Background: an optimization exercise with open tools, aiming at a short achievable clock period and few clock cycles. Do not read the settings as production practice.
In this exercise RTL edits were held to simulation tests only and were not proved equivalent to the original.

==> run R: inputs <==
// Top
module Top(
  input         clock,
  input         reset,
  output [9:0]  imem_addr,
  input  [31:0] imem_inst,
  output [9:0]  dmem_addr,
  output [63:0] dmem_wdata,
  output        dmem_we,
  input  [63:0] dmem_rdata
);
Settings: LEC_CHECK=0, ABC_CLOCK_PERIOD_IN_PS=1000, CAP_MARGIN=30, CELL_PAD_IN_SITES_DETAIL_PLACEMENT=1, CELL_PAD_IN_SITES_GLOBAL_PLACEMENT=2, CORE_MARGIN=2, CORE_UTILIZATION=30, PLACE_DENSITY=0.5, SETUP_SLACK_MARGIN=5, SLEW_MARGIN=30, SYNTH_HIERARCHICAL=1, SYNTH_MEMORY_MAX_BITS=16384, SYNTH_MINIMUM_KEEP_SIZE=0; clock period 11.0 ns.
standard.sh (not shown) runs the stock make flow with config.mk's settings and CLKGATE_MAP_FILE= SYNTH_SCRIPT=/design/flow/synth_recipe.tcl, a recipe that flattens the netlist after the stock synthesis.
==> flow/flow/run.sh <==
#!/bin/bash
# Layout flow: the standard synthesis unchanged, then the standard ORFS
# steps with a larger setup-slack margin for the timing repair (the clock,
# its period and the I/O constraints are the design's, as in constraint.sdc).
set -uo pipefail
REPAIR_MARGIN=6.5
sed -e "s/SETUP_SLACK_MARGIN=[^ ]*/SETUP_SLACK_MARGIN=${REPAIR_MARGIN}/" standard.sh > layout_standard.sh
bash standard.sh synth > synth_make.log 2>&1 || { echo "synthesis failed"; exit 1; }
bash layout_standard.sh finish > layout_make.log 2>&1 || { echo "layout failed"; exit 1; }
test -f out/final.def || { echo "no final.def"; exit 1; }
==> run X (differences from run R) <==
--- a/flow/design.v
+++ b/flow/design.v
@@ -20,15 +20,14 @@
   reg  [NW-1:0] ibv;             
   assign imem_addr = ipa;
   reg  [9:0]  fpc;             
   reg  [9:0]  fpc1;            
   reg         rmis;
   reg  [9:0]  rnpc, rnpc1;
   reg         rdred;
-  reg         rkill1;            
   reg  [9:0]  rdtg, rdtg1;
   wire [9:0]  fad  = fpc;
   wire [9:0]  fad1 = fpc1;
   reg         dv0, dv1;
   reg  [31:0] di0, di1;
   reg  [9:0]  dp0, dp1;
   reg         dpt0, dpt1;        
@@ -74,17 +73,14 @@
       end
       assign rf[gi] = r;
     end
   endgenerate
   reg  [31:1] zf;
   wire wz0 = (wres0 == 64'd0), wz1 = (wres1 == 64'd0);
   wire mz0 = (mres0 == 64'd0), mz1 = (mres1 == 64'd0);
-  reg  [31:1] of;
-  wire wo0 = (wres0 == 64'd1), wo1 = (wres1 == 64'd1);
-  wire mo0 = (mres0 == 64'd1), mo1 = (mres1 == 64'd1);
   function [63:0] rdreg(input [4:0] a);
     rdreg = (wwen1 && wrd1 == a) ? wres1 :
             (wwen0 && wrd0 == a) ? wres0 : rf[a];
   endfunction
   wire [46:0] r0e = ib[fad[LW-1:0]];
   wire [46:0] r1e = ib[fad1[LW-1:0]];
   wire       r0v  = ibv[fad[LW-1:0]]  & (r0e[46:43] == fad[9:LW]);
@@ -142,15 +138,15 @@
   wire [63:0] sum0, sum1;
   KsAdd add0 (.a(A0), .b(B0), .sub(esub0), .s(sum0));
   KsAdd add1 (.a(A1), .b(B1), .sub(esub1), .s(sum1));
   EqCmp cmp0 (.a(A0), .b(B0), .eq(eq0));
   EqCmp cmp1 (.a(A1), .b(B1), .eq(eq1));
   assign res0 = eand0 ? (A0 & B0) : eor0 ? (A0 | B0) : sum0;
   assign res1 = eand1 ? (A1 & B1) : eor1 ? (A1 | B1) : sum1;
-  wire xv0 = ev0 & ~rmis, xv1 = ev1 & ~rmis & ~rkill1;
+  wire xv0 = ev0 & ~rmis, xv1 = ev1 & ~rmis & ~rdred;
   wire mis0 = xv0 & ebr0 & (eq0 != ept0);
   wire eq1b = eq0b1 ? eq0 : eq1;
   wire mis1 = xv1 & ebr1 & (eq1b != ept1) & ~mis0;
   wire emis = mis0 | mis1;
   wire [9:0] enpc  = mis0 ? (eq0 ? etg0 : epc10) : (eq1b ? etg1 : epc11);
   wire [9:0] enpc1 = mis0 ? (eq0 ? etg0p : epc10p) : (eq1b ? etg1p : epc11p);
   wire [11:0] ad0 = A0[11:0] + eimm0;
@@ -200,43 +196,30 @@
   endfunction
   wire kz1 = kz(s10, ev1 & ewen1, erd1, esub1, eq1, ev0 & ewen0, erd0, esub0, eq0,
                 mwen1, mrd1, mld1, mz1, mwen0, mrd0, mld0, mz0,
                 wwen1, wrd1, wz1, wwen0, wrd0, wz0, zf);
   wire kz2 = kz(s20, ev1 & ewen1, erd1, esub1, eq1, ev0 & ewen0, erd0, esub0, eq0,
                 mwen1, mrd1, mld1, mz1, mwen0, mrd0, mld0, mz0,
                 wwen1, wrd1, wz1, wwen0, wrd0, wz0, zf);
-  wire ko1 = (s10 != 5'd0) &
-             kz(s10, ev1 & ewen1, erd1, esub1, eq1, ev0 & ewen0, erd0, esub0, eq0,
-                mwen1, mrd1, mld1, mo1, mwen0, mrd0, mld0, mo0,
-                wwen1, wrd1, wo1, wwen0, wrd0, wo0, of);
-  wire ko2 = (s20 != 5'd0) &
-             kz(s20, ev1 & ewen1, erd1, esub1, eq1, ev0 & ewen0, erd0, esub0, eq0,
-                mwen1, mrd1, mld1, mo1, mwen0, mrd0, mld0, mo0,
-                wwen1, wrd1, wo1, wwen0, wrd0, wo0, of);
   wire zp0  = br0 & kz1 & kz2;
-  wire zp1  = sbq1d & ((kz1 & kz2) | (ko1 & ko2));
-  wire dred0 = iss0 & ~dpt0 & zp0;
-  wire dred1 = iss1 & ~dpt1 & zp1;
-  wire dred = dred0 | dred1;
+  wire dred = iss0 & ~dpt0 & zp0;
   wire keep1n = dv1 & iss0n & ~iss1n;
   wire keep0 = dv0 & ~iss0 & ~rmis & ~rdred;          
   wire keep1 = dv1 & iss0 & ~iss1 & ~rmis & ~rdred;     
   wire [9:0] ahead    = ipa - fpc;
   wire [9:0] need     = fpc - hi;
   wire [9:0] inflight = ipa - hi;
   wire       restart  = ~rmis & ~r0v & (need > inflight + 10'd2);
   wire       pf_go    = (ahead < AHEAD) | ahead[9];
   always @(posedge clock) begin
     if (reset) begin
       ipa <= 10'd0; fill_v <= 1'b0; hi <= 10'd0; ibv <= {NW{1'b0}};
       fpc <= 10'd0; fpc1 <= 10'd1;
       rmis <= 1'b0;
       rdred <= 1'b0;
-      rkill1 <= 1'b0;
-      of <= {31{1'b0}};
       dv0 <= 1'b0; dv1 <= 1'b0;
       ev0 <= 1'b0; ev1 <= 1'b0;
       zf <= {31{1'b1}};
       ewen0 <= 1'b0; ewen1 <= 1'b0; eld0 <= 1'b0; eld1 <= 1'b0;
       est0 <= 1'b0; est1 <= 1'b0; ebr0 <= 1'b0; ebr1 <= 1'b0;
       m_we <= 1'b0; mwen0 <= 1'b0; mwen1 <= 1'b0; mld0 <= 1'b0; mld1 <= 1'b0;
       sbn <= 5'd0;
@@ -249,15 +232,14 @@
       end else if (pf_go) begin
         ipa <= ipa + 10'd1; fill_v <= 1'b1;
       end else begin
         fill_v <= 1'b0;
       end
       rmis <= emis;
       rdred <= dred;
-      rkill1 <= dred0;
       if (rmis) begin
         dv0 <= 1'b0; dv1 <= 1'b0;
         fpc <= rnpc; fpc1 <= rnpc1;
       end else if (rdred) begin
         dv0 <= 1'b0; dv1 <= 1'b0;
         fpc <= rdtg; fpc1 <= rdtg1;
       end else if (keep0) begin
@@ -287,16 +269,16 @@
       mwen0   <= xv0 & ewen0;
       mwen1   <= xv1 & ewen1 & ~mis0;
       mld0    <= xv0 & eld0;
       mld1    <= xv1 & eld1 & ~mis0;
       begin : zfu
         integer i;
         for (i = 1; i < 32; i = i + 1)
-          if (wwen1 && wrd1 == i) begin zf[i] <= wz1; of[i] <= wo1; end
-          else if (wwen0 && wrd0 == i) begin zf[i] <= wz0; of[i] <= wo0; end
+          if (wwen1 && wrd1 == i) zf[i] <= wz1;
+          else if (wwen0 && wrd0 == i) zf[i] <= wz0;
       end
       wwen0 <= mwen0; wwen1 <= mwen1;
     end
   end
   wire       sbq0 = xv0 & est0;
   wire       sbq1w = xv1 & est1;
   wire       sbq1 = sbq1w;
@@ -314,16 +296,16 @@
       di0 <= di1; dp0 <= dp1; dpt0 <= dpt1; dtg0 <= dtg1;
       di1 <= r0;  dp1 <= fad; dpt1 <= r0p;  dtg1 <= r0t;
     end else begin
       di0 <= r0;  dp0 <= fad;  dpt0 <= r0p; dtg0 <= r0t;
       di1 <= r1;  dp1 <= fad1; dpt1 <= r1p; dtg1 <= r1t;
     end
     rnpc  <= enpc; rnpc1 <= enpc1;
-    rdtg  <= dred0 ? dtg0 : dtg1; rdtg1 <= (dred0 ? dtg0 : dtg1) + 10'd1;
-    ept0  <= dpt0 | zp0;  ept1  <= dpt1 | zp1;
+    rdtg  <= dtg0; rdtg1 <= dtg0 + 10'd1;
+    ept0  <= dpt0 | zp0;  ept1  <= dpt1;
     esub0 <= isr0 & di0[30] & (di0[14:12] == 3'b000);
     esub1 <= isr1 & di1[30] & (di1[14:12] == 3'b000);
     eq0b1 <= sbq1d;
     eand0 <= isr0 & (di0[14:12] == 3'b111);
     eand1 <= isr1 & (di1[14:12] == 3'b111);
     eor0  <= ori0 | (isr0 & (di0[14:12] == 3'b110));
     eor1  <= ori1 | (isr1 & (di1[14:12] == 3'b110));
==> flow/flow/run.sh (replaced) <==
#!/bin/bash
# Layout flow: the standard synthesis unchanged, then the standard ORFS
# steps with a larger setup-slack margin for the timing repair (the clock,
# its period and the I/O constraints are the design's, as in constraint.sdc).
set -uo pipefail
REPAIR_MARGIN=7.5
sed -e "s/SETUP_SLACK_MARGIN=[^ ]*/SETUP_SLACK_MARGIN=${REPAIR_MARGIN}/" standard.sh > layout_standard.sh
bash standard.sh synth > synth_make.log 2>&1 || { echo "synthesis failed"; exit 1; }
bash layout_standard.sh finish > layout_make.log 2>&1 || { echo "layout failed"; exit 1; }
test -f out/final.def || { echo "no final.def"; exit 1; }
==> flow/config.mk (replaced) <==
export PLATFORM = sky130hd
export DESIGN_NAME = Top
export DESIGN_NICKNAME = Top
export VERILOG_FILES = /design/flow/design.v
export SDC_FILE = /design/flow/constraint.sdc
export NUM_CORES = 8
export LEC_CHECK = 0
export ABC_CLOCK_PERIOD_IN_PS = 1000
export CAP_MARGIN = 30
export CORE_MARGIN = 2
export CORE_UTILIZATION = 30
export SETUP_SLACK_MARGIN = 5
export SLEW_MARGIN = 30
export SYNTH_HIERARCHICAL = 1
export SYNTH_MEMORY_MAX_BITS = 16384
export SYNTH_MINIMUM_KEEP_SIZE = 0
==> impl_results.md <==
* Seq_cells at 6167
* Drt drc at 0
* Slowest Stage Delay on Critical Path at just under 800 ps
* Critical R2R Launch: wres0[54]$_DFF_P_
* Share of post-route cells with drive strength above 1 at 0.202
* Violated checks: antenna rules
* Post-route ant nets at 9
* Pre-antenna DRT Iters at 14
* Status: failed layout checks
The numbers above come from run R.

==> impl_results.md <==
* GPL Wtd Cong at roughly 1.1
* Halt Reason: [ERROR GRT-0232] Routing congestion too high. Check the congestion heatmap in the GUI.
* Synthesized Nets at roughly 31000
* Clock sink count at around 6100
* Hold buffer count at cts at 0
* Fail Step: 5_1_grt
* FP Rows at 390
* Status: did not finish
The numbers above come from run X.

Testbench counts of run R, summed over its fixed seeds: cycles 17,239.
Testbench counts of run X, summed over its fixed seeds: cycles 17,334.

==> static timing again, ports no longer ideal <==
The results above use ideal ports. As a check the final layout listed here was re-extracted and re-timed, cells and wires unchanged.
Step 1: set_driving_cell puts a clkbuf_16 on clock and a buf_2 on each other input, an assumption about the parent block.
Step 2 also shifts input and output timing later by t, the mid clock arrival at the registers, as if the neighbouring blocks saw the same clock.
Three values: no drivers, after step 1, after step 2; two values: the first two.
run: run R
shift t [ns]: 1.423
slack for setup (ns): 5.392 / 5.392 / 5.392
latest minus earliest clock arrival (ns): 0.124 / 0.124
worst register clock-pin slew, ns: 0.08 / 0.08
For run R, drivers alone change the setup slack by 0.000 ns; drivers and shift together by 0.000 ns.
